Background: an optimization exercise with open tools, aiming at small area, a short achievable clock period and few clock cycles per item. Do not read the settings as production practice. Function was not checked in any run shown here: the RTL went through the layout flow alone.

<file path="flow/run.sh">
#!/bin/bash
# synth_recipe.tcl (not shown) runs the flow's synth.tcl, then flattens the netlist and writes it again
# the make line also repeats each setting of config.mk as NAME=value (left out here)
make -C /OpenROAD-flow-scripts/flow DESIGN_CONFIG=/design/flow/config.mk WORK_HOME=/design/flow/orfs CLKGATE_MAP_FILE= SYNTH_SCRIPT=/design/flow/synth_recipe.tcl finish
</file>
<file path="flow/config.mk">
export PLATFORM = sky130hd
export DESIGN_NAME = arctan
export DESIGN_NICKNAME = arctan
export VERILOG_FILES = /design/flow/design.v
export SDC_FILE = /design/flow/constraint.sdc
export NUM_CORES = 4
export LEC_CHECK = 0
export CAP_MARGIN = 20
export CORE_MARGIN = 2
export CORE_UTILIZATION = 50
export SETUP_SLACK_MARGIN = 2.3
export SLEW_MARGIN = 20
</file>
<file path="flow/constraint.sdc">
create_clock -name core_clock -period 5.0 [get_ports {s00_axis_aclk}]
set_input_delay 1.0000 -clock core_clock [delete_from_list [all_inputs] [get_ports {s00_axis_aclk}]]
set_output_delay 1.0000 -clock core_clock [all_outputs]
set_load 0.01 [all_outputs]
</file>
<file path="flow/design.v">
module arctan #
	(
		parameter integer C_S00_AXIS_TDATA_WIDTH	= 32,
		parameter integer C_M00_AXIS_TDATA_WIDTH	= 32,
    parameter integer ITERATIONS = 16
	)
	(
		input wire  s00_axis_aclk, s00_axis_aresetn,
		input wire  s00_axis_tlast, s00_axis_tvalid,
		input wire [C_S00_AXIS_TDATA_WIDTH-1 : 0] s00_axis_tdata,
		input wire [(C_S00_AXIS_TDATA_WIDTH/8)-1: 0] s00_axis_tstrb,
		output logic  s00_axis_tready,
		input wire  m00_axis_aclk, m00_axis_aresetn,
		input wire  m00_axis_tready,
		output logic  m00_axis_tvalid, m00_axis_tlast,
		output logic [C_M00_AXIS_TDATA_WIDTH-1 : 0] m00_axis_tdata,
		output logic [(C_M00_AXIS_TDATA_WIDTH/8)-1: 0] m00_axis_tstrb
	);
  logic sv;   
  logic ov;   
  wire adv = ~sv;
  assign s00_axis_tready = adv;
  logic s0_v;
  logic [4:0] s0_side;
  logic signed [15:0] s0_x, s0_y;
  logic s1_v;
  logic [4:0] s1_side;
  logic signed [15:0] s1_x, s1_y;
  logic [1:0] s1_q;
  logic [0:0] s1_b;
  logic s2_v;
  logic [4:0] s2_side;
  logic signed [15:0] s2_x, s2_y;
  logic [1:0] s2_q;
  logic [1:0] s2_b;
  logic s3_v;
  logic [4:0] s3_side;
  logic signed [15:0] s3_x, s3_y;
  logic [1:0] s3_q;
  logic [2:0] s3_b;
  logic s4_v;
  logic [4:0] s4_side;
  logic signed [15:0] s4_x, s4_y;
  logic [1:0] s4_q;
  logic [3:0] s4_b;
  logic s5_v;
  logic [4:0] s5_side;
  logic signed [15:0] s5_x, s5_y;
  logic [1:0] s5_q;
  logic [4:0] s5_b;
  logic s6_v;
  logic [4:0] s6_side;
  logic signed [15:0] s6_x, s6_y;
  logic [1:0] s6_q;
  logic [5:0] s6_b;
  logic s7_v;
  logic [4:0] s7_side;
  logic signed [15:0] s7_x, s7_y;
  logic [1:0] s7_q;
  logic [6:0] s7_b;
  logic s8_v;
  logic [4:0] s8_side;
  logic signed [15:0] s8_x, s8_y;
  logic [1:0] s8_q;
  logic [7:0] s8_b;
  logic s9_v;
  logic [4:0] s9_side;
  logic signed [15:0] s9_x, s9_y;
  logic [1:0] s9_q;
  logic [8:0] s9_b;
  logic s10_v;
  logic [4:0] s10_side;
  logic signed [15:0] s10_x, s10_y;
  logic [1:0] s10_q;
  logic [9:0] s10_b;
  logic s11_v;
  logic [4:0] s11_side;
  logic signed [15:0] s11_x, s11_y;
  logic [1:0] s11_q;
  logic [10:0] s11_b;
  logic s12_v;
  logic [4:0] s12_side;
  logic signed [15:0] s12_x, s12_y;
  logic [1:0] s12_q;
  logic [11:0] s12_b;
  logic s13_v;
  logic [4:0] s13_side;
  logic signed [15:0] s13_x, s13_y;
  logic [1:0] s13_q;
  logic [12:0] s13_b;
  logic s14_v;
  logic [4:0] s14_side;
  logic signed [18:0] s14_r;
  logic [1:0] s14_bl;
  always_ff @(posedge s00_axis_aclk) begin
    if (s00_axis_aresetn == 1'b0) s0_v <= 1'b0;
    else if (adv) s0_v <= s00_axis_tvalid;
  end
  always_ff @(posedge s00_axis_aclk) begin
    if (adv) begin
      s0_x <= s00_axis_tdata[15:0];
      s0_y <= s00_axis_tdata[31:16];
      s0_side <= {s00_axis_tlast, s00_axis_tstrb};
    end
  end
  wire c1_neg = s0_x[15];
  wire c1_yneg = s0_y[15];
  logic signed [15:0] c1_xf, c1_yf;
  assign c1_xf = (s0_x ^ {16{c1_neg}}) + 16'(c1_neg);
  assign c1_yf = (s0_y ^ {16{c1_neg}}) + 16'(c1_neg);
  wire c1_d0 = ~c1_yf[15];   
  logic signed [15:0] c1_x1, c1_y1;
  logic signed [15:0] c1_x1_op;
  assign c1_x1_op = (c1_yf >>> 0);
  logic [16:0] c1_x1_s;
  assign c1_x1_s = {c1_xf, 1'b1} + {c1_x1_op ^ {16{~c1_d0}}, ~c1_d0};
  assign c1_x1 = c1_x1_s[16:1];
  logic signed [15:0] c1_y1_op;
  assign c1_y1_op = (c1_xf >>> 0);
  logic [16:0] c1_y1_s;
  assign c1_y1_s = {c1_yf, 1'b1} + {c1_y1_op ^ {16{c1_d0}}, c1_d0};
  assign c1_y1 = c1_y1_s[16:1];
  logic [0:0] c1_b;
  assign c1_b = {c1_d0};
  always_ff @(posedge s00_axis_aclk) begin
    if (s00_axis_aresetn == 1'b0) s1_v <= 1'b0;
    else if (adv) s1_v <= s0_v;
  end
  always_ff @(posedge s00_axis_aclk) begin
    if (adv) begin
      s1_x <= c1_x1;
      s1_y <= c1_y1;
      s1_q <= {c1_neg, c1_yneg};
      s1_b <= c1_b;
      s1_side <= s0_side;
    end
  end
  wire c2_d1 = ~s1_y[15];   
  logic signed [15:0] c2_x2, c2_y2;
  logic signed [15:0] c2_x2_op;
  assign c2_x2_op = (s1_y >>> 1);
  logic [16:0] c2_x2_s;
  assign c2_x2_s = {s1_x, 1'b1} + {c2_x2_op ^ {16{~c2_d1}}, ~c2_d1};
  assign c2_x2 = c2_x2_s[16:1];
  logic signed [15:0] c2_y2_op;
  assign c2_y2_op = (s1_x >>> 1);
  logic [16:0] c2_y2_s;
  assign c2_y2_s = {s1_y, 1'b1} + {c2_y2_op ^ {16{c2_d1}}, c2_d1};
  assign c2_y2 = c2_y2_s[16:1];
  logic [1:0] c2_b;
  assign c2_b = {c2_d1, s1_b};
  always_ff @(posedge s00_axis_aclk) begin
    if (s00_axis_aresetn == 1'b0) s2_v <= 1'b0;
    else if (adv) s2_v <= s1_v;
  end
  always_ff @(posedge s00_axis_aclk) begin
    if (adv) begin
      s2_x <= c2_x2;
      s2_y <= c2_y2;
      s2_q <= s1_q;
      s2_b <= c2_b;
      s2_side <= s1_side;
    end
  end
  wire c3_d2 = ~s2_y[15];   
  logic signed [15:0] c3_x3, c3_y3;
  logic signed [15:0] c3_x3_op;
  assign c3_x3_op = (s2_y >>> 2);
  logic [16:0] c3_x3_s;
  assign c3_x3_s = {s2_x, 1'b1} + {c3_x3_op ^ {16{~c3_d2}}, ~c3_d2};
  assign c3_x3 = c3_x3_s[16:1];
  logic signed [15:0] c3_y3_op;
  assign c3_y3_op = (s2_x >>> 2);
  logic [16:0] c3_y3_s;
  assign c3_y3_s = {s2_y, 1'b1} + {c3_y3_op ^ {16{c3_d2}}, c3_d2};
  assign c3_y3 = c3_y3_s[16:1];
  logic [2:0] c3_b;
  assign c3_b = {c3_d2, s2_b};
  always_ff @(posedge s00_axis_aclk) begin
    if (s00_axis_aresetn == 1'b0) s3_v <= 1'b0;
    else if (adv) s3_v <= s2_v;
  end
  always_ff @(posedge s00_axis_aclk) begin
    if (adv) begin
      s3_x <= c3_x3;
      s3_y <= c3_y3;
      s3_q <= s2_q;
      s3_b <= c3_b;
      s3_side <= s2_side;
    end
  end
  wire c4_d3 = ~s3_y[15];   
  logic signed [15:0] c4_x4, c4_y4;
  logic signed [15:0] c4_x4_op;
  assign c4_x4_op = (s3_y >>> 3);
  logic [16:0] c4_x4_s;
  assign c4_x4_s = {s3_x, 1'b1} + {c4_x4_op ^ {16{~c4_d3}}, ~c4_d3};
  assign c4_x4 = c4_x4_s[16:1];
  logic signed [15:0] c4_y4_op;
  assign c4_y4_op = (s3_x >>> 3);
  logic [16:0] c4_y4_s;
  assign c4_y4_s = {s3_y, 1'b1} + {c4_y4_op ^ {16{c4_d3}}, c4_d3};
  assign c4_y4 = c4_y4_s[16:1];
  logic [3:0] c4_b;
  assign c4_b = {c4_d3, s3_b};
  always_ff @(posedge s00_axis_aclk) begin
    if (s00_axis_aresetn == 1'b0) s4_v <= 1'b0;
    else if (adv) s4_v <= s3_v;
  end
  always_ff @(posedge s00_axis_aclk) begin
    if (adv) begin
      s4_x <= c4_x4;
      s4_y <= c4_y4;
      s4_q <= s3_q;
      s4_b <= c4_b;
      s4_side <= s3_side;
    end
  end
  wire c5_d4 = ~s4_y[15];   
  logic signed [15:0] c5_x5, c5_y5;
  logic signed [15:0] c5_x5_op;
  assign c5_x5_op = (s4_y >>> 4);
  logic [16:0] c5_x5_s;
  assign c5_x5_s = {s4_x, 1'b1} + {c5_x5_op ^ {16{~c5_d4}}, ~c5_d4};
  assign c5_x5 = c5_x5_s[16:1];
  logic signed [15:0] c5_y5_op;
  assign c5_y5_op = (s4_x >>> 4);
  logic [16:0] c5_y5_s;
  assign c5_y5_s = {s4_y, 1'b1} + {c5_y5_op ^ {16{c5_d4}}, c5_d4};
  assign c5_y5 = c5_y5_s[16:1];
  logic [4:0] c5_b;
  assign c5_b = {c5_d4, s4_b};
  always_ff @(posedge s00_axis_aclk) begin
    if (s00_axis_aresetn == 1'b0) s5_v <= 1'b0;
    else if (adv) s5_v <= s4_v;
  end
  always_ff @(posedge s00_axis_aclk) begin
    if (adv) begin
      s5_x <= c5_x5;
      s5_y <= c5_y5;
      s5_q <= s4_q;
      s5_b <= c5_b;
      s5_side <= s4_side;
    end
  end
  wire c6_d5 = ~s5_y[15];   
  logic signed [15:0] c6_x6, c6_y6;
  logic signed [15:0] c6_x6_op;
  assign c6_x6_op = (s5_y >>> 5);
  logic [16:0] c6_x6_s;
  assign c6_x6_s = {s5_x, 1'b1} + {c6_x6_op ^ {16{~c6_d5}}, ~c6_d5};
  assign c6_x6 = c6_x6_s[16:1];
  logic signed [15:0] c6_y6_op;
  assign c6_y6_op = (s5_x >>> 5);
  logic [16:0] c6_y6_s;
  assign c6_y6_s = {s5_y, 1'b1} + {c6_y6_op ^ {16{c6_d5}}, c6_d5};
  assign c6_y6 = c6_y6_s[16:1];
  logic [5:0] c6_b;
  assign c6_b = {c6_d5, s5_b};
  always_ff @(posedge s00_axis_aclk) begin
    if (s00_axis_aresetn == 1'b0) s6_v <= 1'b0;
    else if (adv) s6_v <= s5_v;
  end
  always_ff @(posedge s00_axis_aclk) begin
    if (adv) begin
      s6_x <= c6_x6;
      s6_y <= c6_y6;
      s6_q <= s5_q;
      s6_b <= c6_b;
      s6_side <= s5_side;
    end
  end
  wire c7_d6 = ~s6_y[15];   
  logic signed [15:0] c7_x7, c7_y7;
  logic signed [15:0] c7_x7_op;
  assign c7_x7_op = (s6_y >>> 6);
  logic [16:0] c7_x7_s;
  assign c7_x7_s = {s6_x, 1'b1} + {c7_x7_op ^ {16{~c7_d6}}, ~c7_d6};
  assign c7_x7 = c7_x7_s[16:1];
  logic signed [15:0] c7_y7_op;
  assign c7_y7_op = (s6_x >>> 6);
  logic [16:0] c7_y7_s;
  assign c7_y7_s = {s6_y, 1'b1} + {c7_y7_op ^ {16{c7_d6}}, c7_d6};
  assign c7_y7 = c7_y7_s[16:1];
  logic [6:0] c7_b;
  assign c7_b = {c7_d6, s6_b};
  always_ff @(posedge s00_axis_aclk) begin
    if (s00_axis_aresetn == 1'b0) s7_v <= 1'b0;
    else if (adv) s7_v <= s6_v;
  end
  always_ff @(posedge s00_axis_aclk) begin
    if (adv) begin
      s7_x <= c7_x7;
      s7_y <= c7_y7;
      s7_q <= s6_q;
      s7_b <= c7_b;
      s7_side <= s6_side;
    end
  end
  wire c8_d7 = ~s7_y[15];   
  logic signed [15:0] c8_x8, c8_y8;
  logic signed [15:0] c8_x8_op;
  assign c8_x8_op = (s7_y >>> 7);
  logic [16:0] c8_x8_s;
  assign c8_x8_s = {s7_x, 1'b1} + {c8_x8_op ^ {16{~c8_d7}}, ~c8_d7};
  assign c8_x8 = c8_x8_s[16:1];
  logic signed [15:0] c8_y8_op;
  assign c8_y8_op = (s7_x >>> 7);
  logic [16:0] c8_y8_s;
  assign c8_y8_s = {s7_y, 1'b1} + {c8_y8_op ^ {16{c8_d7}}, c8_d7};
  assign c8_y8 = c8_y8_s[16:1];
  logic [7:0] c8_b;
  assign c8_b = {c8_d7, s7_b};
  always_ff @(posedge s00_axis_aclk) begin
    if (s00_axis_aresetn == 1'b0) s8_v <= 1'b0;
    else if (adv) s8_v <= s7_v;
  end
  always_ff @(posedge s00_axis_aclk) begin
    if (adv) begin
      s8_x <= c8_x8;
      s8_y <= c8_y8;
      s8_q <= s7_q;
      s8_b <= c8_b;
      s8_side <= s7_side;
    end
  end
  wire c9_d8 = ~s8_y[15];   
  logic signed [15:0] c9_x9, c9_y9;
  logic signed [15:0] c9_x9_op;
  assign c9_x9_op = (s8_y >>> 8);
  logic [16:0] c9_x9_s;
  assign c9_x9_s = {s8_x, 1'b1} + {c9_x9_op ^ {16{~c9_d8}}, ~c9_d8};
  assign c9_x9 = c9_x9_s[16:1];
  logic signed [15:0] c9_y9_op;
  assign c9_y9_op = (s8_x >>> 8);
  logic [16:0] c9_y9_s;
  assign c9_y9_s = {s8_y, 1'b1} + {c9_y9_op ^ {16{c9_d8}}, c9_d8};
  assign c9_y9 = c9_y9_s[16:1];
  logic [8:0] c9_b;
  assign c9_b = {c9_d8, s8_b};
  always_ff @(posedge s00_axis_aclk) begin
    if (s00_axis_aresetn == 1'b0) s9_v <= 1'b0;
    else if (adv) s9_v <= s8_v;
  end
  always_ff @(posedge s00_axis_aclk) begin
    if (adv) begin
      s9_x <= c9_x9;
      s9_y <= c9_y9;
      s9_q <= s8_q;
      s9_b <= c9_b;
      s9_side <= s8_side;
    end
  end
  wire c10_d9 = ~s9_y[15];   
  logic signed [15:0] c10_x10, c10_y10;
  logic signed [15:0] c10_x10_op;
  assign c10_x10_op = (s9_y >>> 9);
  logic [16:0] c10_x10_s;
  assign c10_x10_s = {s9_x, 1'b1} + {c10_x10_op ^ {16{~c10_d9}}, ~c10_d9};
  assign c10_x10 = c10_x10_s[16:1];
  logic signed [15:0] c10_y10_op;
  assign c10_y10_op = (s9_x >>> 9);
  logic [16:0] c10_y10_s;
  assign c10_y10_s = {s9_y, 1'b1} + {c10_y10_op ^ {16{c10_d9}}, c10_d9};
  assign c10_y10 = c10_y10_s[16:1];
  logic [9:0] c10_b;
  assign c10_b = {c10_d9, s9_b};
  always_ff @(posedge s00_axis_aclk) begin
    if (s00_axis_aresetn == 1'b0) s10_v <= 1'b0;
    else if (adv) s10_v <= s9_v;
  end
  always_ff @(posedge s00_axis_aclk) begin
    if (adv) begin
      s10_x <= c10_x10;
      s10_y <= c10_y10;
      s10_q <= s9_q;
      s10_b <= c10_b;
      s10_side <= s9_side;
    end
  end
  wire c11_d10 = ~s10_y[15];   
  logic signed [15:0] c11_x11, c11_y11;
  logic signed [15:0] c11_x11_op;
  assign c11_x11_op = (s10_y >>> 10);
  logic [16:0] c11_x11_s;
  assign c11_x11_s = {s10_x, 1'b1} + {c11_x11_op ^ {16{~c11_d10}}, ~c11_d10};
  assign c11_x11 = c11_x11_s[16:1];
  logic signed [15:0] c11_y11_op;
  assign c11_y11_op = (s10_x >>> 10);
  logic [16:0] c11_y11_s;
  assign c11_y11_s = {s10_y, 1'b1} + {c11_y11_op ^ {16{c11_d10}}, c11_d10};
  assign c11_y11 = c11_y11_s[16:1];
  logic [10:0] c11_b;
  assign c11_b = {c11_d10, s10_b};
  always_ff @(posedge s00_axis_aclk) begin
    if (s00_axis_aresetn == 1'b0) s11_v <= 1'b0;
    else if (adv) s11_v <= s10_v;
  end
  always_ff @(posedge s00_axis_aclk) begin
    if (adv) begin
      s11_x <= c11_x11;
      s11_y <= c11_y11;
      s11_q <= s10_q;
      s11_b <= c11_b;
      s11_side <= s10_side;
    end
  end
  wire c12_d11 = ~s11_y[15];   
  logic signed [15:0] c12_x12, c12_y12;
  logic signed [15:0] c12_x12_op;
  assign c12_x12_op = (s11_y >>> 11);
  logic [16:0] c12_x12_s;
  assign c12_x12_s = {s11_x, 1'b1} + {c12_x12_op ^ {16{~c12_d11}}, ~c12_d11};
  assign c12_x12 = c12_x12_s[16:1];
  logic signed [15:0] c12_y12_op;
  assign c12_y12_op = (s11_x >>> 11);
  logic [16:0] c12_y12_s;
  assign c12_y12_s = {s11_y, 1'b1} + {c12_y12_op ^ {16{c12_d11}}, c12_d11};
  assign c12_y12 = c12_y12_s[16:1];
  logic [11:0] c12_b;
  assign c12_b = {c12_d11, s11_b};
  always_ff @(posedge s00_axis_aclk) begin
    if (s00_axis_aresetn == 1'b0) s12_v <= 1'b0;
    else if (adv) s12_v <= s11_v;
  end
  always_ff @(posedge s00_axis_aclk) begin
    if (adv) begin
      s12_x <= c12_x12;
      s12_y <= c12_y12;
      s12_q <= s11_q;
      s12_b <= c12_b;
      s12_side <= s11_side;
    end
  end
  wire c13_d12 = ~s12_y[15];   
  logic signed [15:0] c13_x13, c13_y13;
  logic signed [15:0] c13_x13_op;
  assign c13_x13_op = (s12_y >>> 12);
  logic [16:0] c13_x13_s;
  assign c13_x13_s = {s12_x, 1'b1} + {c13_x13_op ^ {16{~c13_d12}}, ~c13_d12};
  assign c13_x13 = c13_x13_s[16:1];
  logic signed [15:0] c13_y13_op;
  assign c13_y13_op = (s12_x >>> 12);
  logic [16:0] c13_y13_s;
  assign c13_y13_s = {s12_y, 1'b1} + {c13_y13_op ^ {16{c13_d12}}, c13_d12};
  assign c13_y13 = c13_y13_s[16:1];
  logic [12:0] c13_b;
  assign c13_b = {c13_d12, s12_b};
  always_ff @(posedge s00_axis_aclk) begin
    if (s00_axis_aresetn == 1'b0) s13_v <= 1'b0;
    else if (adv) s13_v <= s12_v;
  end
  always_ff @(posedge s00_axis_aclk) begin
    if (adv) begin
      s13_x <= c13_x13;
      s13_y <= c13_y13;
      s13_q <= s12_q;
      s13_b <= c13_b;
      s13_side <= s12_side;
    end
  end
  wire c14_d13 = ~s13_y[15];   
  logic signed [15:0] c14_y14;
  logic signed [15:0] c14_y14_op;
  assign c14_y14_op = (s13_x >>> 13);
  logic [16:0] c14_y14_s;
  assign c14_y14_s = {s13_y, 1'b1} + {c14_y14_op ^ {16{c14_d13}}, c14_d13};
  assign c14_y14 = c14_y14_s[16:1];
  wire c14_d14 = ~c14_y14[15];   
  logic signed [18:0] c14_k;
  always_comb begin
    case ({s13_q, s13_b[4:0]})
      7'd0: c14_k = -19'sd57109;
      7'd1: c14_k = -19'sd5639;
      7'd2: c14_k = -19'sd26725;
      7'd3: c14_k = 19'sd24745;
      7'd4: c14_k = -19'sd41055;
      7'd5: c14_k = 19'sd10415;
      7'd6: c14_k = -19'sd10671;
      7'd7: c14_k = 19'sd40799;
      7'd8: c14_k = -19'sd48961;
      7'd9: c14_k = 19'sd2509;
      7'd10: c14_k = -19'sd18577;
      7'd11: c14_k = 19'sd32893;
      7'd12: c14_k = -19'sd32907;
      7'd13: c14_k = 19'sd18563;
      7'd14: c14_k = -19'sd2523;
      7'd15: c14_k = 19'sd48947;
      7'd16: c14_k = -19'sd53019;
      7'd17: c14_k = -19'sd1549;
      7'd18: c14_k = -19'sd22635;
      7'd19: c14_k = 19'sd28835;
      7'd20: c14_k = -19'sd36965;
      7'd21: c14_k = 19'sd14505;
      7'd22: c14_k = -19'sd6581;
      7'd23: c14_k = 19'sd44889;
      7'd24: c14_k = -19'sd44871;
      7'd25: c14_k = 19'sd6599;
      7'd26: c14_k = -19'sd14487;
      7'd27: c14_k = 19'sd36983;
      7'd28: c14_k = -19'sd28817;
      7'd29: c14_k = 19'sd22653;
      7'd30: c14_k = 19'sd1567;
      7'd31: c14_k = 19'sd53037;
      7'd32: c14_k = -19'sd57109;
      7'd33: c14_k = -19'sd5639;
      7'd34: c14_k = -19'sd26725;
      7'd35: c14_k = 19'sd24745;
      7'd36: c14_k = -19'sd41055;
      7'd37: c14_k = 19'sd10415;
      7'd38: c14_k = -19'sd10671;
      7'd39: c14_k = 19'sd40799;
      7'd40: c14_k = -19'sd48961;
      7'd41: c14_k = 19'sd2509;
      7'd42: c14_k = -19'sd18577;
      7'd43: c14_k = 19'sd32893;
      7'd44: c14_k = -19'sd32907;
      7'd45: c14_k = 19'sd18563;
      7'd46: c14_k = -19'sd2523;
      7'd47: c14_k = 19'sd48947;
      7'd48: c14_k = -19'sd53019;
      7'd49: c14_k = -19'sd1549;
      7'd50: c14_k = -19'sd22635;
      7'd51: c14_k = 19'sd28835;
      7'd52: c14_k = -19'sd36965;
      7'd53: c14_k = 19'sd14505;
      7'd54: c14_k = -19'sd6581;
      7'd55: c14_k = 19'sd44889;
      7'd56: c14_k = -19'sd44871;
      7'd57: c14_k = 19'sd6599;
      7'd58: c14_k = -19'sd14487;
      7'd59: c14_k = 19'sd36983;
      7'd60: c14_k = -19'sd28817;
      7'd61: c14_k = 19'sd22653;
      7'd62: c14_k = 19'sd1567;
      7'd63: c14_k = 19'sd53037;
      7'd64: c14_k = 19'sd45834;
      7'd65: c14_k = 19'sd97304;
      7'd66: c14_k = 19'sd76218;
      7'd67: c14_k = 19'sd127688;
      7'd68: c14_k = 19'sd61888;
      7'd69: c14_k = 19'sd113358;
      7'd70: c14_k = 19'sd92272;
      7'd71: c14_k = 19'sd143742;
      7'd72: c14_k = 19'sd53982;
      7'd73: c14_k = 19'sd105452;
      7'd74: c14_k = 19'sd84366;
      7'd75: c14_k = 19'sd135836;
      7'd76: c14_k = 19'sd70036;
      7'd77: c14_k = 19'sd121506;
      7'd78: c14_k = 19'sd100420;
      7'd79: c14_k = 19'sd151890;
      7'd80: c14_k = 19'sd49924;
      7'd81: c14_k = 19'sd101394;
      7'd82: c14_k = 19'sd80308;
      7'd83: c14_k = 19'sd131778;
      7'd84: c14_k = 19'sd65978;
      7'd85: c14_k = 19'sd117448;
      7'd86: c14_k = 19'sd96362;
      7'd87: c14_k = 19'sd147832;
      7'd88: c14_k = 19'sd58072;
      7'd89: c14_k = 19'sd109542;
      7'd90: c14_k = 19'sd88456;
      7'd91: c14_k = 19'sd139926;
      7'd92: c14_k = 19'sd74126;
      7'd93: c14_k = 19'sd125596;
      7'd94: c14_k = 19'sd104510;
      7'd95: c14_k = 19'sd155980;
      7'd96: c14_k = -19'sd160052;
      7'd97: c14_k = -19'sd108582;
      7'd98: c14_k = -19'sd129668;
      7'd99: c14_k = -19'sd78198;
      7'd100: c14_k = -19'sd143998;
      7'd101: c14_k = -19'sd92528;
      7'd102: c14_k = -19'sd113614;
      7'd103: c14_k = -19'sd62144;
      7'd104: c14_k = -19'sd151904;
      7'd105: c14_k = -19'sd100434;
      7'd106: c14_k = -19'sd121520;
      7'd107: c14_k = -19'sd70050;
      7'd108: c14_k = -19'sd135850;
      7'd109: c14_k = -19'sd84380;
      7'd110: c14_k = -19'sd105466;
      7'd111: c14_k = -19'sd53996;
      7'd112: c14_k = -19'sd155962;
      7'd113: c14_k = -19'sd104492;
      7'd114: c14_k = -19'sd125578;
      7'd115: c14_k = -19'sd74108;
      7'd116: c14_k = -19'sd139908;
      7'd117: c14_k = -19'sd88438;
      7'd118: c14_k = -19'sd109524;
      7'd119: c14_k = -19'sd58054;
      7'd120: c14_k = -19'sd147814;
      7'd121: c14_k = -19'sd96344;
      7'd122: c14_k = -19'sd117430;
      7'd123: c14_k = -19'sd65960;
      7'd124: c14_k = -19'sd131760;
      7'd125: c14_k = -19'sd80290;
      7'd126: c14_k = -19'sd101376;
      7'd127: c14_k = -19'sd49906;
      default: c14_k = '0;
    endcase
  end
  logic [18:0] c14_g0;
  always_comb begin
    case (s13_b[12:5])
      8'd0: c14_g0 = 19'd0;
      8'd1: c14_g0 = 19'd2046;
      8'd2: c14_g0 = 19'd1022;
      8'd3: c14_g0 = 19'd3068;
      8'd4: c14_g0 = 19'd510;
      8'd5: c14_g0 = 19'd2556;
      8'd6: c14_g0 = 19'd1532;
      8'd7: c14_g0 = 19'd3578;
      8'd8: c14_g0 = 19'd254;
      8'd9: c14_g0 = 19'd2300;
      8'd10: c14_g0 = 19'd1276;
      8'd11: c14_g0 = 19'd3322;
      8'd12: c14_g0 = 19'd764;
      8'd13: c14_g0 = 19'd2810;
      8'd14: c14_g0 = 19'd1786;
      8'd15: c14_g0 = 19'd3832;
      8'd16: c14_g0 = 19'd126;
      8'd17: c14_g0 = 19'd2172;
      8'd18: c14_g0 = 19'd1148;
      8'd19: c14_g0 = 19'd3194;
      8'd20: c14_g0 = 19'd636;
      8'd21: c14_g0 = 19'd2682;
      8'd22: c14_g0 = 19'd1658;
      8'd23: c14_g0 = 19'd3704;
      8'd24: c14_g0 = 19'd380;
      8'd25: c14_g0 = 19'd2426;
      8'd26: c14_g0 = 19'd1402;
      8'd27: c14_g0 = 19'd3448;
      8'd28: c14_g0 = 19'd890;
      8'd29: c14_g0 = 19'd2936;
      8'd30: c14_g0 = 19'd1912;
      8'd31: c14_g0 = 19'd3958;
      8'd32: c14_g0 = 19'd62;
      8'd33: c14_g0 = 19'd2108;
      8'd34: c14_g0 = 19'd1084;
      8'd35: c14_g0 = 19'd3130;
      8'd36: c14_g0 = 19'd572;
      8'd37: c14_g0 = 19'd2618;
      8'd38: c14_g0 = 19'd1594;
      8'd39: c14_g0 = 19'd3640;
      8'd40: c14_g0 = 19'd316;
      8'd41: c14_g0 = 19'd2362;
      8'd42: c14_g0 = 19'd1338;
      8'd43: c14_g0 = 19'd3384;
      8'd44: c14_g0 = 19'd826;
      8'd45: c14_g0 = 19'd2872;
      8'd46: c14_g0 = 19'd1848;
      8'd47: c14_g0 = 19'd3894;
      8'd48: c14_g0 = 19'd188;
      8'd49: c14_g0 = 19'd2234;
      8'd50: c14_g0 = 19'd1210;
      8'd51: c14_g0 = 19'd3256;
      8'd52: c14_g0 = 19'd698;
      8'd53: c14_g0 = 19'd2744;
      8'd54: c14_g0 = 19'd1720;
      8'd55: c14_g0 = 19'd3766;
      8'd56: c14_g0 = 19'd442;
      8'd57: c14_g0 = 19'd2488;
      8'd58: c14_g0 = 19'd1464;
      8'd59: c14_g0 = 19'd3510;
      8'd60: c14_g0 = 19'd952;
      8'd61: c14_g0 = 19'd2998;
      8'd62: c14_g0 = 19'd1974;
      8'd63: c14_g0 = 19'd4020;
      8'd64: c14_g0 = 19'd30;
      8'd65: c14_g0 = 19'd2076;
      8'd66: c14_g0 = 19'd1052;
      8'd67: c14_g0 = 19'd3098;
      8'd68: c14_g0 = 19'd540;
      8'd69: c14_g0 = 19'd2586;
      8'd70: c14_g0 = 19'd1562;
      8'd71: c14_g0 = 19'd3608;
      8'd72: c14_g0 = 19'd284;
      8'd73: c14_g0 = 19'd2330;
      8'd74: c14_g0 = 19'd1306;
      8'd75: c14_g0 = 19'd3352;
      8'd76: c14_g0 = 19'd794;
      8'd77: c14_g0 = 19'd2840;
      8'd78: c14_g0 = 19'd1816;
      8'd79: c14_g0 = 19'd3862;
      8'd80: c14_g0 = 19'd156;
      8'd81: c14_g0 = 19'd2202;
      8'd82: c14_g0 = 19'd1178;
      8'd83: c14_g0 = 19'd3224;
      8'd84: c14_g0 = 19'd666;
      8'd85: c14_g0 = 19'd2712;
      8'd86: c14_g0 = 19'd1688;
      8'd87: c14_g0 = 19'd3734;
      8'd88: c14_g0 = 19'd410;
      8'd89: c14_g0 = 19'd2456;
      8'd90: c14_g0 = 19'd1432;
      8'd91: c14_g0 = 19'd3478;
      8'd92: c14_g0 = 19'd920;
      8'd93: c14_g0 = 19'd2966;
      8'd94: c14_g0 = 19'd1942;
      8'd95: c14_g0 = 19'd3988;
      8'd96: c14_g0 = 19'd92;
      8'd97: c14_g0 = 19'd2138;
      8'd98: c14_g0 = 19'd1114;
      8'd99: c14_g0 = 19'd3160;
      8'd100: c14_g0 = 19'd602;
      8'd101: c14_g0 = 19'd2648;
      8'd102: c14_g0 = 19'd1624;
      8'd103: c14_g0 = 19'd3670;
      8'd104: c14_g0 = 19'd346;
      8'd105: c14_g0 = 19'd2392;
      8'd106: c14_g0 = 19'd1368;
      8'd107: c14_g0 = 19'd3414;
      8'd108: c14_g0 = 19'd856;
      8'd109: c14_g0 = 19'd2902;
      8'd110: c14_g0 = 19'd1878;
      8'd111: c14_g0 = 19'd3924;
      8'd112: c14_g0 = 19'd218;
      8'd113: c14_g0 = 19'd2264;
      8'd114: c14_g0 = 19'd1240;
      8'd115: c14_g0 = 19'd3286;
      8'd116: c14_g0 = 19'd728;
      8'd117: c14_g0 = 19'd2774;
      8'd118: c14_g0 = 19'd1750;
      8'd119: c14_g0 = 19'd3796;
      8'd120: c14_g0 = 19'd472;
      8'd121: c14_g0 = 19'd2518;
      8'd122: c14_g0 = 19'd1494;
      8'd123: c14_g0 = 19'd3540;
      8'd124: c14_g0 = 19'd982;
      8'd125: c14_g0 = 19'd3028;
      8'd126: c14_g0 = 19'd2004;
      8'd127: c14_g0 = 19'd4050;
      8'd128: c14_g0 = 19'd14;
      8'd129: c14_g0 = 19'd2060;
      8'd130: c14_g0 = 19'd1036;
      8'd131: c14_g0 = 19'd3082;
      8'd132: c14_g0 = 19'd524;
      8'd133: c14_g0 = 19'd2570;
      8'd134: c14_g0 = 19'd1546;
      8'd135: c14_g0 = 19'd3592;
      8'd136: c14_g0 = 19'd268;
      8'd137: c14_g0 = 19'd2314;
      8'd138: c14_g0 = 19'd1290;
      8'd139: c14_g0 = 19'd3336;
      8'd140: c14_g0 = 19'd778;
      8'd141: c14_g0 = 19'd2824;
      8'd142: c14_g0 = 19'd1800;
      8'd143: c14_g0 = 19'd3846;
      8'd144: c14_g0 = 19'd140;
      8'd145: c14_g0 = 19'd2186;
      8'd146: c14_g0 = 19'd1162;
      8'd147: c14_g0 = 19'd3208;
      8'd148: c14_g0 = 19'd650;
      8'd149: c14_g0 = 19'd2696;
      8'd150: c14_g0 = 19'd1672;
      8'd151: c14_g0 = 19'd3718;
      8'd152: c14_g0 = 19'd394;
      8'd153: c14_g0 = 19'd2440;
      8'd154: c14_g0 = 19'd1416;
      8'd155: c14_g0 = 19'd3462;
      8'd156: c14_g0 = 19'd904;
      8'd157: c14_g0 = 19'd2950;
      8'd158: c14_g0 = 19'd1926;
      8'd159: c14_g0 = 19'd3972;
      8'd160: c14_g0 = 19'd76;
      8'd161: c14_g0 = 19'd2122;
      8'd162: c14_g0 = 19'd1098;
      8'd163: c14_g0 = 19'd3144;
      8'd164: c14_g0 = 19'd586;
      8'd165: c14_g0 = 19'd2632;
      8'd166: c14_g0 = 19'd1608;
      8'd167: c14_g0 = 19'd3654;
      8'd168: c14_g0 = 19'd330;
      8'd169: c14_g0 = 19'd2376;
      8'd170: c14_g0 = 19'd1352;
      8'd171: c14_g0 = 19'd3398;
      8'd172: c14_g0 = 19'd840;
      8'd173: c14_g0 = 19'd2886;
      8'd174: c14_g0 = 19'd1862;
      8'd175: c14_g0 = 19'd3908;
      8'd176: c14_g0 = 19'd202;
      8'd177: c14_g0 = 19'd2248;
      8'd178: c14_g0 = 19'd1224;
      8'd179: c14_g0 = 19'd3270;
      8'd180: c14_g0 = 19'd712;
      8'd181: c14_g0 = 19'd2758;
      8'd182: c14_g0 = 19'd1734;
      8'd183: c14_g0 = 19'd3780;
      8'd184: c14_g0 = 19'd456;
      8'd185: c14_g0 = 19'd2502;
      8'd186: c14_g0 = 19'd1478;
      8'd187: c14_g0 = 19'd3524;
      8'd188: c14_g0 = 19'd966;
      8'd189: c14_g0 = 19'd3012;
      8'd190: c14_g0 = 19'd1988;
      8'd191: c14_g0 = 19'd4034;
      8'd192: c14_g0 = 19'd44;
      8'd193: c14_g0 = 19'd2090;
      8'd194: c14_g0 = 19'd1066;
      8'd195: c14_g0 = 19'd3112;
      8'd196: c14_g0 = 19'd554;
      8'd197: c14_g0 = 19'd2600;
      8'd198: c14_g0 = 19'd1576;
      8'd199: c14_g0 = 19'd3622;
      8'd200: c14_g0 = 19'd298;
      8'd201: c14_g0 = 19'd2344;
      8'd202: c14_g0 = 19'd1320;
      8'd203: c14_g0 = 19'd3366;
      8'd204: c14_g0 = 19'd808;
      8'd205: c14_g0 = 19'd2854;
      8'd206: c14_g0 = 19'd1830;
      8'd207: c14_g0 = 19'd3876;
      8'd208: c14_g0 = 19'd170;
      8'd209: c14_g0 = 19'd2216;
      8'd210: c14_g0 = 19'd1192;
      8'd211: c14_g0 = 19'd3238;
      8'd212: c14_g0 = 19'd680;
      8'd213: c14_g0 = 19'd2726;
      8'd214: c14_g0 = 19'd1702;
      8'd215: c14_g0 = 19'd3748;
      8'd216: c14_g0 = 19'd424;
      8'd217: c14_g0 = 19'd2470;
      8'd218: c14_g0 = 19'd1446;
      8'd219: c14_g0 = 19'd3492;
      8'd220: c14_g0 = 19'd934;
      8'd221: c14_g0 = 19'd2980;
      8'd222: c14_g0 = 19'd1956;
      8'd223: c14_g0 = 19'd4002;
      8'd224: c14_g0 = 19'd106;
      8'd225: c14_g0 = 19'd2152;
      8'd226: c14_g0 = 19'd1128;
      8'd227: c14_g0 = 19'd3174;
      8'd228: c14_g0 = 19'd616;
      8'd229: c14_g0 = 19'd2662;
      8'd230: c14_g0 = 19'd1638;
      8'd231: c14_g0 = 19'd3684;
      8'd232: c14_g0 = 19'd360;
      8'd233: c14_g0 = 19'd2406;
      8'd234: c14_g0 = 19'd1382;
      8'd235: c14_g0 = 19'd3428;
      8'd236: c14_g0 = 19'd870;
      8'd237: c14_g0 = 19'd2916;
      8'd238: c14_g0 = 19'd1892;
      8'd239: c14_g0 = 19'd3938;
      8'd240: c14_g0 = 19'd232;
      8'd241: c14_g0 = 19'd2278;
      8'd242: c14_g0 = 19'd1254;
      8'd243: c14_g0 = 19'd3300;
      8'd244: c14_g0 = 19'd742;
      8'd245: c14_g0 = 19'd2788;
      8'd246: c14_g0 = 19'd1764;
      8'd247: c14_g0 = 19'd3810;
      8'd248: c14_g0 = 19'd486;
      8'd249: c14_g0 = 19'd2532;
      8'd250: c14_g0 = 19'd1508;
      8'd251: c14_g0 = 19'd3554;
      8'd252: c14_g0 = 19'd996;
      8'd253: c14_g0 = 19'd3042;
      8'd254: c14_g0 = 19'd2018;
      8'd255: c14_g0 = 19'd4064;
      default: c14_g0 = '0;
    endcase
  end
  logic signed [18:0] c14_r;
  assign c14_r = c14_k + c14_g0;
  logic [14:0] c14_b;
  assign c14_b = {c14_d14, c14_d13, s13_b};
  always_ff @(posedge s00_axis_aclk) begin
    if (s00_axis_aresetn == 1'b0) s14_v <= 1'b0;
    else if (adv) s14_v <= s13_v;
  end
  always_ff @(posedge s00_axis_aclk) begin
    if (adv) begin
      s14_r <= c14_r;
      s14_bl <= c14_b[14:13];
      s14_side <= s13_side;
    end
  end
  logic signed [18:0] c15_ph;
  assign c15_ph = s14_r + 19'({s14_bl[0] & s14_bl[1], s14_bl[0] & ~s14_bl[1], s14_bl[0] ^ s14_bl[1], 1'b0});
  logic signed [18:0] o_ph, k_ph;
  logic [4:0] o_side, k_side;
  wire push = adv & s14_v;
  wire load_o = m00_axis_tready | ~ov;
  always_ff @(posedge s00_axis_aclk) begin
    if (s00_axis_aresetn == 1'b0) begin
      ov <= 1'b0;
      sv <= 1'b0;
    end else if (load_o) begin
      ov <= sv | push;
      sv <= 1'b0;
    end else begin
      sv <= sv | push;
    end
  end
  always_ff @(posedge s00_axis_aclk) begin
    if (load_o) begin
      o_ph <= sv ? k_ph : c15_ph;
      o_side <= sv ? k_side : s14_side;
    end
    if (adv) begin
      k_ph <= c15_ph;
      k_side <= s14_side;
    end
  end
  assign m00_axis_tvalid = ov;
  assign m00_axis_tdata = {{(C_M00_AXIS_TDATA_WIDTH-19){o_ph[18]}}, o_ph};
  assign m00_axis_tlast = o_side[4];
  assign m00_axis_tstrb = o_side[3:0];
endmodule
</file>
==> results of run 1 <==
## metrics by stage
step / hold WS, ns / instances
2_1_floorplan: 0.386 / 3870
3_3_place_gp: 0.389 / 5032
3_5_place_dp: 0.391 / 5032
4_1_cts: 0.414 / 5541
5_1_grt: 0.415 / 5722
6_report: 0.410 / 5722
## timing repair
action | in CTS | in global routing
pin swaps | 339 | 374
endpoints found under the setup margin | 328 | 310
endpoints found under the hold margin | 0 | 0
gates cloned | 5 | 1
resized for setup | 434 | 469
setup buffers | 342 | 180
## area by class of cell
class | count | area, µm²
timing repair buffer | 647 | 6000
sequential | 743 | 21600
fill | 6507 | 29600
inverter | 118 | 455
multi-input combinational | 2897 | 24900
clock buffer | 100 | 2210
clock inverter | 62 | 669
tap | 1155 | 1450
## per-layer routing
metal / wire length [µm] / track usage [%] / part of all wire [%]
met1: 41700 / 25.7 / 43
met3: 2960 / 2.57 / 3.1
met5: 0 / 0 / 0
met4: 1920 / 5.42 / 2.0
met2: 49800 / 36.8 / 52
## sequential cells by signal, summed over array words and instances (netlist names), 19 cells and up
signal	flops
c14_k	19
s14_r	19
k_ph	19
o_ph	19
## worst max-delay path: stages (launching register included)
cell,delay (ns)
edfxtp_1,0.47
buf_6,0.17
and4b_1,0.28
nand4_1,0.20
a2111oi_4,0.43
xnor3_2,0.45
buf_6,0.17
xor2_1,0.13
ha_1,0.34
a21o_1,0.20
a2111o_1,0.42
nand3_2,0.12
nand4b_1,0.17
buf_4,0.18
buf_6,0.10
buf_6,0.11
nand2_4,0.05
xnor2_2,0.06
## placed cells by master (no fill, tap or decap), types with 19 or more instances in the layout
master and n:
ha_4 28, mux2i_1 37, xnor2_1 368, nand2b_1 37, nand4_1 25, nand3_1 81
inv_1 106, nor3_1 65, xor2_1 237, ha_2 20, o21a_1 43, a21boi_2 22
nor2_1 239, buf_6 151, nor2b_1 55, and3_1 37, clkbuf_16 87, ha_1 320
nand2_1 213, a21o_1 66, dfxtp_1 68, a21oi_1 122, o21ai_1 29, nor2_2 21
o21ai_0 84, clkdlybuf4s50_1 64, o21bai_1 33, buf_4 387, edfxtp_1 672, xnor2_2 63
clkinv_2 19, a21oi_2 105, o21ai_2 65
## cell families after synthesis
logic type / count (synthesis) / synth area share, %
XOR/XNOR: 690 / 13.8
AND/OR/NAND/NOR: 958 / 10.6
flip-flops: 743 / 49.3
AO/OA/AOI/OAI: 813 / 12.0
multiplexers: 65 / 1.57
adder cells (fa/ha/maj): 371 / 10.6
buffers and inverters: 230 / 2.14
## worst min-delay path by stage
stage / to / slack [ns] / start / cells past startpoint
floorplan: s14_r[0] / 0.39 / c14_k[0] / 0
finish: s14_r[0] / 0.41 / c14_k[0] / 0
global route: s9_side[3] / 0.42 / s8_side[3] / 0
CTS: s7_side[2] / 0.41 / s6_side[2] / 0
detailed placement: s14_r[0] / 0.39 / c14_k[0] / 0
global placement: s14_r[0] / 0.39 / c14_k[0] / 0
==> flow_summary.json, run 1 <==
{
  "die_x_um": 300,
  "stdcell_area_mm2": 0.0573,
  "ys_seq_elements": 743,
  "holdBufCountCts": 0,
  "rsz0062_at_grt": "true",
  "start_util_pct": 50.5,
  "setup_tns_ns": 0,
  "async_reset_ff_share_pct": 0,
  "worst_r2r_startpoint": "s0_x[15]",
  "fin_ws_ns": 0.676,
  "utilization_pct": 65.9,
  "fmax_ghz": 0.231,
  "arrival_ns": 4.73,
  "grt_pass1_vias": 29500,
  "cts_root_buf": "clkbuf_16",
  "n_antenna_cell": 0,
  "yosys.cell_types.count": 91,
  "worst_r2r_path_depth": 17,
  "routabilityCongestion": 0.842,
  "synth_most_common_cell": "edfxtp_1",
  "wl_per_cell_um": 16.9,
  "drt-pass1-iter-count": 5,
  "rows": 108,
  "finalCritPeriodShare_pct": 86.5,
  "criticalPathCategory": "reg -> reg",
  "rrSetupSlack_ns": 0.68,
  "postSynthCellCount": 3870,
  "maxCapViolCount": 0,
  "period_minus_slack_ns": 4.32,
  "place_area_mm2": 0.0463,
  "clk_pin_slew_ns": 0.06,
  "ios": 82,
  "worstSetupStartpoint": "s0_x[15]",
  "io_buffer_count": 79,
  "synth_area_leaders": "edfxtp_1 (46%), ha_1 (10%), xnor2_1 (8.8%)",
  "die_y_um": 300,
  "synth_ff_type": "edfxtp_1",
  "nets": 4906,
  "synth-edff-count": 672,
  "required_ns": 5.40,
  "drt_iter0_drc": 1623,
  "vias": 30600,
  "slew_violations": 0,
  "place_hpwl_um": 60800,
  "drt_wl_total_um": 96400,
  "coreArea_mm2": 0.0869,
  "cts_tree": "done",
  "grt_overflow": 0,
  "die-area_mm2": 0.0901,
  "finClkSkew_ns": 0.0207,
  "routed_via_density": 5.34,
  "cp-endpoint": "s1_y[12]",
  "crit_path_end_kind": "flop",
  "synth-seq-area-share_pct": 49.3,
  "grt_max_degree": 189,
  "status": "timing/DRC/antenna clean",
  "antenna_left": 0,
  "final_hold_viol_count": 0,
  "max_slew_margin_pct": 31.7,
  "synth_top_area_cell": "edfxtp_1",
  "layout-drive-gt1-share_pct": 29.1,
  "ctsHtreeMaxLevel": 3,
  "clk_path_buf_depth": 3,
  "drc": 0,
  "place_ws_ns": 0.489,
  "grt_first_pass_wirelength_um": 150000,
  "antenna_found_initial": 0,
  "syn-cell-area_mm2": 0.0439,
  "yosys-top-cells-count": "edfxtp_1 (672), xnor2_1 (441), ha_1 (368)",
  "grt_usage_pct": 20.4,
  "hp-class": "reg -> reg",
  "setup_viol": 0,
  "tightestPinTransition_ns": 1.02,
  "timing.critical_path.fanout_max": 7,
  "syn_avg_cell_area_um2": 11.3,
  "cts_buffers": 86,
  "syn_nets": 4283,
  "reg2reg_to": "s1_y[12]",
  "insertion_delay_ns": 0.65,
  "cp-start-kind": "flop",
  "clock_sinks": 743,
  "area_growth_pct": 30.6,
  "yosysWarningCount": 1,
  "synth_top_area_share_pct": 46.0
}
==> run 2, diff against run 1 <==
--- a/flow/config.mk
+++ b/flow/config.mk
@@ -8,5 +8,4 @@
 export CAP_MARGIN = 20
 export CORE_MARGIN = 2
-export CORE_UTILIZATION = 50
-export SETUP_SLACK_MARGIN = 2.3
+export CORE_UTILIZATION = 40
 export SLEW_MARGIN = 20
==> run 2 against run 1 <==
Net effect:
- die area increased by 25%
- critical endpoint is now s1_x[14]
- still clean
- critical path depth decreased by 1
- cell count fell by 4.8%
- clock skew about the same
- flip-flop and latch count unchanged
- synthesized area did not move
- maximum frequency down 8.5%
- synthesized cell count is the same
- utilization down 21 points
==> flow_summary.json, run 2 <==
{
  "fin_ws_ns": 0.275,
  "io_buffer_count": 79,
  "nets": 4377,
  "synth_top_area_cell": "edfxtp_1",
  "vias": 28000,
  "area_growth_pct": 12.1,
  "yosys.cell_types.count": 91,
  "routed_via_density": 5.14,
  "path_cells": "and4b_1 > nand4_1 > a2111oi_4 > xnor3_4 > xnor2_1 > ha_1 > o21a_1 > o21a_1 > o21ai_0 > inv_1 > o21ai_0 > a31oi_1 > nor3_1 > o31ai_1 > a21oi_1 > xnor2_1",
  "required_ns": 5.39,
  "synth_top_area_share_pct": 46.0,
  "grt_usage_pct": 15.1,
  "syn_nets": 4283,
  "synth_area_leaders": "edfxtp_1 (46%), ha_1 (10%), xnor2_1 (8.8%)",
  "grt_overflow": 0,
  "cts_root_buf": "clkbuf_16",
  "synth-edff-count": 672,
  "ctsHtreeMaxLevel": 3,
  "dp_cells": 5292,
  "insertion_delay_ns": 0.65,
  "finClkSkew_ns": 0.0204,
  "syn_avg_cell_area_um2": 11.3,
  "setup_viol": 0,
  "criticalPathCategory": "reg -> reg",
  "grt_max_degree": 162,
  "grt_first_pass_wirelength_um": 139000,
  "routabilityCongestion": 0.849,
  "drt_wl_total_um": 84300,
  "timing.critical_path.fanout_max": 16,
  "yosysWarningCount": 1,
  "place_hpwl_um": 61100,
  "clk_pin_slew_ns": 0.06,
  "syn-cell-area_mm2": 0.0439,
  "hp-class": "reg -> reg",
  "die-area_mm2": 0.112,
  "stdcell_area_mm2": 0.0491,
  "die_x_um": 335,
  "antenna_left": 0,
  "grt_pass1_vias": 27100,
  "holdBufCountCts": 0,
  "final_hold_viol_count": 0,
  "ios": 82,
  "period_minus_slack_ns": 4.72,
  "postSynthCellCount": 3870,
  "crit_path_end_kind": "flop",
  "wl_per_cell_um": 15.5,
  "fmax_ghz": 0.212,
  "start_util_pct": 40.3,
  "n_antenna_cell": 0,
  "finalCritPeriodShare_pct": 94.5,
  "clk_path_buf_depth": 3,
  "slowest_stage": "edfxtp_1",
  "max_slew_margin_pct": 33.9,
  "drt_iter0_drc": 1582,
  "arrival_ns": 5.11,
  "coreArea_mm2": 0.109,
  "critPathMaxStageDelay_ns": 0.57,
  "antenna_found_initial": 0,
  "cts_setup_buffers": 0,
  "tightestPinTransition_ns": 0.992,
  "rows": 121,
  "synth_ff_type": "edfxtp_1",
  "slew_violations": 0,
  "ys_seq_elements": 743,
  "rsz0062_at_grt": "false",
  "cts_tree": "done",
  "die_y_um": 335,
  "drt-pass1-iter-count": 5,
  "synth-seq-area-share_pct": 49.3,
  "async_reset_ff_share_pct": 0,
  "cp-start-kind": "flop",
  "cts_buffers": 84,
  "final_cell_mix": "edfxtp_1 (672), xnor2_1 (441), ha_1 (368)",
  "place_ws_ns": 0.302,
  "drc": 0,
  "whs_ns": 0.406,
  "layout-drive-gt1-share_pct": 6.05,
  "maxCapViolCount": 0,
  "place_area_mm2": 0.0463,
  "yosys-top-cells-count": "edfxtp_1 (672), xnor2_1 (441), ha_1 (368)",
  "status": "timing/DRC/antenna clean",
  "stdcell_count": 5448,
  "synth_most_common_cell": "edfxtp_1",
  "final_common_cell": "edfxtp_1",
  "clock_sinks": 743
}
-- run 2: worst paths after layout --
path,slack [ns],from,depth (start not counted),to
worst max-delay path,0.28,s0_x[15],16,s1_x[14]
worst max register to register,0.28,s0_x[15],16,s1_x[14]
worst min register to register,0.41,s7_q[1],0,s8_q[1]
worst min-delay path,0.41,s7_q[1],0,s8_q[1]
-- run 2: critical path, delay by kind of cell (launching register included) --
family	cells	cell delay, ns
xor+xnor	3	0.85
simple gates	3	0.90
buf+inv	1	0.12
flops	1	0.57
fa+ha+maj	1	0.36
compound gates	8	1.66
-- run 2: cell families (layout without fill, tap and decap cells) --
logic type | after synthesis | after routing | synth area share (%)
XOR/XNOR | 690 | 690 | 13.8
AND/OR/NAND/NOR | 958 | 958 | 10.6
multiplexers | 65 | 65 | 1.57
buffers and inverters | 230 | 394 | 2.14
flip-flops | 743 | 743 | 49.3
AO/OA/AOI/OAI | 813 | 813 | 12.0
adder cells (fa/ha/maj) | 371 | 371 | 10.6
-- run 2: layout make-up --
type / instances / area (µm²)
repair buffers: 120 / 1120
clock inverters: 47 / 489
fillers: 10000 / 59700
inverters: 118 / 447
clock buffers: 109 / 2380
flip-flops and latches: 743 / 21600
well taps: 1414 / 1770
multi-input cells: 2897 / 21300
-- run 2: what timing repair did --
item	in CTS	in global routing
hold endpoints to repair	0	0
endpoints found under the setup margin	0	3
gates resized for setup	0	3
-- run 2: per-stage QoR --
step / TNS, ns / util, %
after floorplan: -4044.13 / -
after global placement: 0 / 42.5
after detailed placement: 0 / 42.5
after CTS: 0 / 45.1
after global routing: 0 / 45.1
final: 0 / 45.1
-- run 2: layer usage --
layer | global-route usage (%) | part of all wire, %
met1 | 19.0 | 45
met2 | 26.5 | 49
met3 | 2.26 | 3.1
met4 | 4.61 | 2.9
met5 | 0 | 0
==> run 3, diff against run 2 <==
--- a/flow/design.v
+++ b/flow/design.v
@@ -17,11 +17,11 @@
 		output logic [(C_M00_AXIS_TDATA_WIDTH/8)-1: 0] m00_axis_tstrb
 	);
-  logic sv;   
   logic ov;   
-  wire adv = ~sv;
+  wire adv = m00_axis_tready | ~ov;
   assign s00_axis_tready = adv;
   logic s0_v;
   logic [4:0] s0_side;
   logic signed [15:0] s0_x, s0_y;
+  logic [1:0] s0_q;
   logic s1_v;
   logic [4:0] s1_side;
@@ -93,4 +93,9 @@
   logic signed [18:0] s14_r;
   logic [1:0] s14_bl;
+  wire c0_neg = s00_axis_tdata[15:0][15];
+  wire c0_yneg = s00_axis_tdata[31:16][15];
+  logic signed [15:0] c0_xf, c0_yf;
+  assign c0_xf = (s00_axis_tdata[15:0] ^ {16{c0_neg}}) + 16'(c0_neg);
+  assign c0_yf = (s00_axis_tdata[31:16] ^ {16{c0_neg}}) + 16'(c0_neg);
   always_ff @(posedge s00_axis_aclk) begin
     if (s00_axis_aresetn == 1'b0) s0_v <= 1'b0;
@@ -99,25 +104,21 @@
   always_ff @(posedge s00_axis_aclk) begin
     if (adv) begin
-      s0_x <= s00_axis_tdata[15:0];
-      s0_y <= s00_axis_tdata[31:16];
+      s0_x <= c0_xf;
+      s0_y <= c0_yf;
+      s0_q <= {c0_neg, c0_yneg};
       s0_side <= {s00_axis_tlast, s00_axis_tstrb};
     end
   end
-  wire c1_neg = s0_x[15];
-  wire c1_yneg = s0_y[15];
-  logic signed [15:0] c1_xf, c1_yf;
-  assign c1_xf = (s0_x ^ {16{c1_neg}}) + 16'(c1_neg);
-  assign c1_yf = (s0_y ^ {16{c1_neg}}) + 16'(c1_neg);
-  wire c1_d0 = ~c1_yf[15];   
+  wire c1_d0 = ~s0_y[15];   
   logic signed [15:0] c1_x1, c1_y1;
   logic signed [15:0] c1_x1_op;
-  assign c1_x1_op = (c1_yf >>> 0);
+  assign c1_x1_op = (s0_y >>> 0);
   logic [16:0] c1_x1_s;
-  assign c1_x1_s = {c1_xf, 1'b1} + {c1_x1_op ^ {16{~c1_d0}}, ~c1_d0};
+  assign c1_x1_s = {s0_x, 1'b1} + {c1_x1_op ^ {16{~c1_d0}}, ~c1_d0};
   assign c1_x1 = c1_x1_s[16:1];
   logic signed [15:0] c1_y1_op;
-  assign c1_y1_op = (c1_xf >>> 0);
+  assign c1_y1_op = (s0_x >>> 0);
   logic [16:0] c1_y1_s;
-  assign c1_y1_s = {c1_yf, 1'b1} + {c1_y1_op ^ {16{c1_d0}}, c1_d0};
+  assign c1_y1_s = {s0_y, 1'b1} + {c1_y1_op ^ {16{c1_d0}}, c1_d0};
   assign c1_y1 = c1_y1_s[16:1];
   logic [0:0] c1_b;
@@ -131,5 +132,5 @@
       s1_x <= c1_x1;
       s1_y <= c1_y1;
-      s1_q <= {c1_neg, c1_yneg};
+      s1_q <= s0_q;
       s1_b <= c1_b;
       s1_side <= s0_side;
@@ -881,27 +882,14 @@
   logic signed [18:0] c15_ph;
   assign c15_ph = s14_r + 19'({s14_bl[0] & s14_bl[1], s14_bl[0] & ~s14_bl[1], s14_bl[0] ^ s14_bl[1], 1'b0});
-  logic signed [18:0] o_ph, k_ph;
-  logic [4:0] o_side, k_side;
-  wire push = adv & s14_v;
-  wire load_o = m00_axis_tready | ~ov;
+  logic signed [18:0] o_ph;
+  logic [4:0] o_side;
   always_ff @(posedge s00_axis_aclk) begin
-    if (s00_axis_aresetn == 1'b0) begin
-      ov <= 1'b0;
-      sv <= 1'b0;
-    end else if (load_o) begin
-      ov <= sv | push;
-      sv <= 1'b0;
-    end else begin
-      sv <= sv | push;
-    end
+    if (s00_axis_aresetn == 1'b0) ov <= 1'b0;
+    else if (adv) ov <= s14_v;
   end
   always_ff @(posedge s00_axis_aclk) begin
-    if (load_o) begin
-      o_ph <= sv ? k_ph : c15_ph;
-      o_side <= sv ? k_side : s14_side;
-    end
     if (adv) begin
-      k_ph <= c15_ph;
-      k_side <= s14_side;
+      o_ph <= c15_ph;
+      o_side <= s14_side;
     end
   end
==> run 3 against run 2 <==
Net effect:
- wire length fell by 3.7%
- global-route usage is essentially flat
- still clean on timing, DRC and antenna
- non-clock buffer count fell by 11
- register-to-register slack gained 1.1 ns
- largest cell class is now multi-input gates
- via count decreased by 4.1%
- cell count decreased by 3.0%
==> flow_summary.json, run 3 <==
{
  "status": "timing/DRC/antenna clean",
  "syn-cell-area_mm2": 0.0423,
  "drt_iter0_drc": 1414,
  "maxCapViolCount": 0,
  "clk_path_buf_depth": 3,
  "routabilityCongestion": 0.826,
  "die-area_mm2": 0.108,
  "whs_ns": 0.415,
  "stdcell_area_mm2": 0.0473,
  "place_hpwl_um": 60500,
  "timing.critical_path.fanout_max": 41,
  "hp-class": "reg -> reg",
  "drt-pass1-iter-count": 7,
  "drc": 0,
  "layout-drive-gt1-share_pct": 4.91,
  "die_y_um": 329,
  "slew_violations": 0,
  "cp-start-kind": "primary input",
  "period_minus_slack_ns": 3.79,
  "synth-edff-count": 660,
  "clock_sinks": 706,
  "ys_seq_elements": 706,
  "synth_top_area_share_pct": 46.9,
  "required_ns": 4.00,
  "nets": 4243,
  "syn_nets": 4137,
  "fill_cells": 9730,
  "yosys-top-cells-count": "edfxtp_1 (660), xnor2_1 (427), ha_1 (368)",
  "utilization_pct": 45.0,
  "synth_area_leaders": "edfxtp_1 (47%), ha_1 (11%), xnor2_1 (8.8%)",
  "grt_pass1_vias": 25900,
  "insertion_delay_ns": 0.63,
  "setup_viol": 0,
  "cts_buffers": 80,
  "synth_ff_type": "edfxtp_1",
  "critPathTopFamily": "buffers and inverters",
  "arrival_ns": 2.79,
  "die_x_um": 329,
  "tightestPinTransition_ns": 1.06,
  "fmax_ghz": 0.264,
  "cts_setup_buffers": 0,
  "grt_first_pass_wirelength_um": 133000,
  "crit_path_end_kind": "output pin",
  "holdBufCountCts": 0,
  "ios": 82,
  "slowest_stage": "clkdlybuf4s50_1",
  "crit_top_cell": "clkdlybuf4s50_1",
  "io_buffer_count": 79,
  "place_area_mm2": 0.0447,
  "final_common_cell": "edfxtp_1",
  "n_antenna_cell": 0,
  "clk_pin_slew_ns": 0.06,
  "final_cell_mix": "edfxtp_1 (660), xnor2_1 (426), ha_1 (368)",
  "antenna_found_initial": 0,
  "criticalPathCategory": "in -> out",
  "grt_usage_pct": 15.1,
  "cts_tree": "done",
  "grt_max_degree": 176,
  "yosys.cell_types.count": 71,
  "synth-seq-area-share_pct": 49.0,
  "start_util_pct": 40.2,
  "drt_wl_total_um": 81200,
  "postSynthCellCount": 3724,
  "final_hold_viol_count": 0,
  "worst-path-buf-inv": 3,
  "finalCritPeriodShare_pct": 75.8,
  "synth_most_common_cell": "edfxtp_1",
  "critPathMaxStageDelay_ns": 0.84,
  "max_slew_margin_pct": 29.6,
  "async_reset_ff_share_pct": 0,
  "routed_via_density": 5.08,
  "grt_overflow": 0,
  "rows": 119,
  "area_growth_pct": 11.9,
  "finClkSkew_ns": 0.0278,
  "cts_root_buf": "clkbuf_16",
  "wl_per_cell_um": 15.4,
  "yosysWarningCount": 1,
  "syn_avg_cell_area_um2": 11.4,
  "setup_tns_ns": 0,
  "rsz0062_at_grt": "false",
  "ctsHtreeMaxLevel": 3,
  "synth_top_area_cell": "edfxtp_1",
  "vias": 26800,
  "antenna_left": 0,
  "post_cts_resized": 0,
  "path_cells": "clkdlybuf4s50_1 > nor2b_4 > inv_8 > clkdlybuf4s50_1",
  "coreArea_mm2": 0.105
}
## run 3: metal layers
layer	share of wire, %	vias up	GRT usage (%)
met1	44	12500	18.4
li1	-	13800	-
met5	0	-	0
met4	2.6	0	4.52
met2	51	362	27.4
met3	2.8	124	2.03
## run 3: worst paths after layout
check / startpoint / depth (start not counted) / to / slack, ns
max: m00_axis_tready / 4 / s00_axis_tready / 1.21
min: s8_b[3] / 0 / s9_b[3] / 0.42
max reg2reg: s0_y[15] / 11 / s1_x[15] / 1.34
min reg2reg: s8_b[3] / 0 / s9_b[3] / 0.42
## run 3: stage by stage
step / setup slack [ns] / std cells
2_1_floorplan: 0.379 / 3724
3_3_place_gp: 0.927 / 5138
3_5_place_dp: 0.883 / 5138
4_1_cts: 1.14 / 5282
5_1_grt: 0.993 / 5283
6_report: 1.21 / 5283
## run 3: area by class of cell
type,instances,area (µm²),share of cell area (%)
clock buffers,95,2080,4.39
clock inverters,49,547,1.15
inverters,109,417,0.880
multi-input cells,2824,20800,43.9
flip-flops and latches,706,20700,43.8
well taps,1391,1740,3.68
repair buffers,109,1040,2.20
## run 3: cell families (layout without fill, tap and decap cells)
group / after synthesis / in the layout / share of synthesized area [%]
AO/OA/AOI/OAI: 878 / 878 / 13.4
AND/OR/NAND/NOR: 850 / 850 / 9.53
flip-flops: 706 / 706 / 49.0
XOR/XNOR: 685 / 685 / 14.2
adder cells (fa/ha/maj): 370 / 370 / 11.0
buffers and inverters: 194 / 362 / 1.88
multiplexers: 41 / 41 / 1.00
## run 3: worst reg2reg max path, stage by stage, from the launching register on
cell,delay [ns]
edfxtp_1,0.81
buf_4,0.46
xor2_1,0.20
ha_1,0.30
a21o_1,0.20
a21oi_1,0.18
o22ai_1,0.11
nor2_1,0.21
nand2_1,0.16
a221oi_1,0.48
a21oi_1,0.15
xnor2_1,0.15

-- separate check: timing with driven ports --
How much do the figures lean on ideal ports? The routed layouts below were timed once more, with nothing changed but the port constraints. Step 1 (the two cells are an assumption about what drives the block):
set clk [get_ports {s00_axis_aclk}]
set_driving_cell -lib_cell sky130_fd_sc_hd__clkbuf_16 $clk
set_driving_cell -lib_cell sky130_fd_sc_hd__buf_2 [delete_from_list [all_inputs] $clk]
Step 2 moves the port delays by t, midway between the first and last clock arrival at a register: inputs arrive t later, outputs are due t later. That takes back most of the time a late clock gives input paths. a / b / c = ideal ports / drivers / drivers and shift; a / b = the first two.
run	t (ns)	setup slack, ns	latest minus earliest clock arrival (ns)
run 1	0.712	0.676 / 0.676 / 0.676	0.030 / 0.030
run 2	0.699	0.275 / 0.275 / 0.275	0.023 / 0.023
run 3	0.691	1.209 / 1.136 / 0.775	0.031 / 0.031
After both steps every run listed still meets setup and hold. For run 3, which loses most, drivers alone change the setup slack by -0.073 ns; drivers and shift together by -0.434 ns.
